What follows belongs to an exercise in optimizing a design on an open flow for small area; a production flow would make more cautious choices.
Where RTL was checked, it was by simulation tests only, not by an equivalence proof against the original.
Power and IR drop assume default switching activity.

==> module main, before the edit <==
module main(
    clock, reset, instruction, in_pc, out_pc, alu_op, reg_dst, jumpp, branch, reg_write,  mem_read, mem_to_reg, mem_write, ALU_src,
    read_data1, read_data2, alu_control, alu_out, out_sign, out_put_mux, read_data, ram_reg, pc_add, jump_j
    );
    input clock;
    input reset;
    input wire [7:0] instruction;
    output wire [7:0] in_pc;
    output reg  [7:0] out_pc;
    output wire [1:0] alu_op;
    output wire reg_dst, jumpp, branch, reg_write, mem_read, mem_to_reg, mem_write, ALU_src;
    output wire [7:0] read_data1, read_data2;
    output wire [2:0] alu_control;
    output wire [7:0] alu_out, out_sign, out_put_mux, read_data, ram_reg, pc_add, jump_j;
    wire [2:0] op = instruction[7:5];
    wire b4 = instruction[4];
    wire b3 = instruction[3];
    wire [2:0] f = instruction[2:0];
    wire is_lw   = (op == 3'b001);
    wire is_sw   = (op == 3'b010);
    wire is_j    = (op == 3'b011);
    wire is_rr   = (op == 3'b100) | (op == 3'b110);
    wire is_addi = (op == 3'b101);
    assign reg_dst    = is_rr;
    assign reg_write  = is_lw | is_rr | is_addi;
    assign mem_read   = is_lw;
    assign mem_to_reg = is_lw;
    assign mem_write  = is_sw;
    assign ALU_src    = is_lw | is_sw | is_addi;
    assign jumpp      = is_j;
    assign branch     = 1'b0;
    assign alu_op     = {is_rr | is_addi, is_j | is_addi};
    wire f000 = (f == 3'b000);
    wire f010 = (f == 3'b010);
    assign alu_control = is_rr ? {1'b0, f010, f000} : {1'b0, is_j, ~is_j};
    reg [7:0] r0, r1;
    assign read_data1 = b3 ? r1 : r0;
    assign read_data2 = b4 ? r1 : r0;
    assign out_sign    = {5'b0, f};
    assign out_put_mux = ALU_src ? out_sign : read_data2;
    wire alu_sub = alu_control[1];
    wire [7:0] alu_sum = read_data1 + (out_put_mux ^ {8{alu_sub}}) + {7'd0, alu_sub};
    assign alu_out = (alu_control[0] | alu_control[1]) ? alu_sum : 8'd0;
    wire [3:0] rlo = b3 ? r1[3:0] : r0[3:0];
    wire [4:0] lsum = {1'b0, rlo} + {2'b0, f};
    wire c4 = lsum[4];
    wire [15:0] hd0, hd1;
    wire [15:0] lo_n, hr_n;    
    genvar i, j, b;
    generate
        for (i = 0; i < 16; i = i + 1) begin : pd
            assign hd0[i] = (r0[7:4] == i);
            assign hd1[i] = (r1[7:4] == i);
            assign lo_n[i] = ~(lsum[3:0] == i);
            assign hr_n[i] = ~(c4 ? (b3 ? hd1[(i + 15) % 16] : hd0[(i + 15) % 16])
                                  : (b3 ? hd1[i] : hd0[i]));
        end
    endgenerate
    reg [7:0] mem [0:255];
    wire [7:0] mem_q;      
    wire [7:0] wdata = mem_write ? read_data2 : mem_q;
    wire [255:0] we;
    generate
        for (i = 0; i < 256; i = i + 1) begin : g
            cell_nor2 u_we (.a(hr_n[i/16]), .b(lo_n[i%16]), .y(we[i]));
            always @(posedge clock)
                if (we[i]) mem[i] <= wdata;
        end
    endgenerate
    wire [15:0] lo = ~lo_n;
    wire [7:0] rd;
    generate
        for (b = 0; b < 8; b = b + 1) begin : rb
            wire [15:0] grp_n;
            for (j = 0; j < 16; j = j + 1) begin : gr
                wire [5:0] l1_n;
                for (i = 0; i < 5; i = i + 1) begin : l1
                    cell_aoi222 u (.a0(lo[3*i]), .b0(mem[16*j+3*i][b]), .a1(lo[3*i+1]), .b1(mem[16*j+3*i+1][b]),
                                   .a2(lo[3*i+2]), .b2(mem[16*j+3*i+2][b]), .y(l1_n[i]));
                end
                cell_nand2 u_l1_last (.a(lo[15]), .b(mem[16*j+15][b]), .y(l1_n[5]));
                wire x, y;
                cell_nand3 u_x (.a(l1_n[0]), .b(l1_n[1]), .c(l1_n[2]), .y(x));
                cell_nand3 u_y (.a(l1_n[3]), .b(l1_n[4]), .c(l1_n[5]), .y(y));
                cell_o21ai u_g (.a1(x), .a2(y), .b1(~hr_n[j]), .y(grp_n[j]));
            end
            wire [3:0] l3;
            for (i = 0; i < 4; i = i + 1) begin : l3g
                cell_nand4 u (.a(grp_n[4*i]), .b(grp_n[4*i+1]), .c(grp_n[4*i+2]), .d(grp_n[4*i+3]), .y(l3[i]));
            end
            assign mem_q[b] = |l3;
            assign rd[b] = mem_q[b] & mem_read;
        end
    endgenerate
    assign read_data = rd;
    assign ram_reg = mem_to_reg ? read_data : alu_out;
    assign pc_add = out_pc + 8'd1;
    assign jump_j = {3'b000, instruction[4:0]};
    assign in_pc  = jumpp ? jump_j : pc_add;
    always @(posedge clock) begin
        if (reset) begin
            out_pc <= 8'd0;
            r0 <= 8'd5;
            r1 <= 8'd1;
        end else begin
            out_pc <= in_pc;
            if (reg_write) begin
                if (b3) r1 <= ram_reg; else r0 <= ram_reg;
            end
        end
    end
endmodule
==> module cell_o21ai, before the edit <==
module cell_o21ai (input a1, input a2, input b1, output y);
    assign y = ~((a1 | a2) & b1);
endmodule
Settings: LEC_CHECK=0, CAP_MARGIN=20, CORE_MARGIN=2, CORE_UTILIZATION=55, CTS_CLUSTER_DIAMETER=150, CTS_CLUSTER_SIZE=24, SETUP_SLACK_MARGIN=0.1, SLEW_MARGIN=20, SYNTH_HIERARCHICAL=1, SYNTH_MINIMUM_KEEP_SIZE=0; clock period 10.5 ns.
run.sh (not shown) runs the stock make flow with config.mk's settings and CLKGATE_MAP_FILE= SYNTH_SCRIPT=/design/flow/synth_recipe.tcl, a recipe that flattens the netlist after the stock synthesis.
The baseline completed with no timing, DRC or antenna violations.
==> next run, changes <==
--- a/flow/design.v
+++ b/flow/design.v
@@ -48,5 +48,5 @@
     wire [15:0] hd0, hd1;
     wire [15:0] lo_n, hr_n;    
-    genvar i, j, b;
+    genvar i, b;
     generate
         for (i = 0; i < 16; i = i + 1) begin : pd
@@ -61,34 +61,35 @@
     wire [7:0] mem_q;      
     wire [7:0] wdata = mem_write ? read_data2 : mem_q;
-    wire [255:0] we;
+    wire [255:0] sel;
     generate
         for (i = 0; i < 256; i = i + 1) begin : g
-            cell_nor2 u_we (.a(hr_n[i/16]), .b(lo_n[i%16]), .y(we[i]));
+            cell_nor2 u_sel (.a(hr_n[i/16]), .b(lo_n[i%16]), .y(sel[i]));
             always @(posedge clock)
-                if (we[i]) mem[i] <= wdata;
+                if (sel[i]) mem[i] <= wdata;
         end
     endgenerate
-    wire [15:0] lo = ~lo_n;
     wire [7:0] rd;
     generate
         for (b = 0; b < 8; b = b + 1) begin : rb
-            wire [15:0] grp_n;
-            for (j = 0; j < 16; j = j + 1) begin : gr
-                wire [5:0] l1_n;
-                for (i = 0; i < 5; i = i + 1) begin : l1
-                    cell_aoi222 u (.a0(lo[3*i]), .b0(mem[16*j+3*i][b]), .a1(lo[3*i+1]), .b1(mem[16*j+3*i+1][b]),
-                                   .a2(lo[3*i+2]), .b2(mem[16*j+3*i+2][b]), .y(l1_n[i]));
-                end
-                cell_nand2 u_l1_last (.a(lo[15]), .b(mem[16*j+15][b]), .y(l1_n[5]));
-                wire x, y;
-                cell_nand3 u_x (.a(l1_n[0]), .b(l1_n[1]), .c(l1_n[2]), .y(x));
-                cell_nand3 u_y (.a(l1_n[3]), .b(l1_n[4]), .c(l1_n[5]), .y(y));
-                cell_o21ai u_g (.a1(x), .a2(y), .b1(~hr_n[j]), .y(grp_n[j]));
+            wire [85:0] l1_n;
+            for (i = 0; i < 85; i = i + 1) begin : l1
+                cell_aoi222 u (.a0(sel[3*i]), .b0(mem[3*i][b]), .a1(sel[3*i+1]), .b1(mem[3*i+1][b]),
+                               .a2(sel[3*i+2]), .b2(mem[3*i+2][b]), .y(l1_n[i]));
             end
-            wire [3:0] l3;
-            for (i = 0; i < 4; i = i + 1) begin : l3g
-                cell_nand4 u (.a(grp_n[4*i]), .b(grp_n[4*i+1]), .c(grp_n[4*i+2]), .d(grp_n[4*i+3]), .y(l3[i]));
+            cell_nand2 u_l1_last (.a(sel[255]), .b(mem[255][b]), .y(l1_n[85]));
+            wire [21:0] l2;
+            for (i = 0; i < 21; i = i + 1) begin : l2g
+                cell_nand4 u (.a(l1_n[4*i]), .b(l1_n[4*i+1]), .c(l1_n[4*i+2]), .d(l1_n[4*i+3]), .y(l2[i]));
             end
-            assign mem_q[b] = |l3;
+            cell_nand2 u_l2_last (.a(l1_n[84]), .b(l1_n[85]), .y(l2[21]));
+            wire [10:0] l3_n;
+            for (i = 0; i < 11; i = i + 1) begin : l3g
+                cell_nor2 u (.a(l2[2*i]), .b(l2[2*i+1]), .y(l3_n[i]));
+            end
+            wire [2:0] l4;
+            cell_nand4 u_l4a (.a(l3_n[0]), .b(l3_n[1]), .c(l3_n[2]), .d(l3_n[3]), .y(l4[0]));
+            cell_nand4 u_l4b (.a(l3_n[4]), .b(l3_n[5]), .c(l3_n[6]), .d(l3_n[7]), .y(l4[1]));
+            cell_nand3 u_l4c (.a(l3_n[8]), .b(l3_n[9]), .c(l3_n[10]), .y(l4[2]));
+            assign mem_q[b] = l4[0] | l4[1] | l4[2];
             assign rd[b] = mem_q[b] & mem_read;
         end
@@ -127,5 +128,2 @@
     assign y = ~((a0 & b0) | (a1 & b1) | (a2 & b2));
 endmodule
-module cell_o21ai (input a1, input a2, input b1, output y);
-    assign y = ~((a1 | a2) & b1);
-endmodule
=> Cell count is higher by 0.85%; wire length is lower by 8.5%; first-iteration DRC count climbs by 1.9%; fmax went down by 2.1%; clock power stays flat; synthesized area falls by 0.96%; global-route usage drops by 2.4 points; via count came out lower by 3.1%; worst setup slack got worse by 220 ps; die area drops by 0.95%; hold slack barely changes; combinational power falls by 22%; synthesized cell count falls by 6.1%; register-to-register slack degrades by 110 ps.
No functional check of the RTL was part of the second run of this note.

separate check: timing with driven ports:
How much do the figures lean on ideal ports? The routed layouts below were timed once more, with nothing changed but the port constraints.
Step 1 assumes that a clkbuf_16 drives the clock port and a buf_2 every other input.
Step 2 adds t to the input delays and takes it off the output delays; t is the mean of the earliest and latest rising clock arrival at the registers after step 1. Input paths then give back, and output paths get back, about the clock's delay inside the block.
a / b / c = ideal ports / drivers / drivers and shift; a / b = the first two.
run | shift t [ns] | setup slack, ns | worst setup path at the end | worst register clock-pin slew, ns
the first run | 0.824 | 0.413 / 0.389 / 0.389 | input to output | 0.11 / 0.11
the second run | 0.810 | 0.196 / 0.169 / 0.169 | input to output | 0.10 / 0.10
After both steps setup and hold are still met in every run listed. For the second run, which loses most, drivers alone change the setup slack by -0.027 ns; drivers and shift together by -0.027 ns.
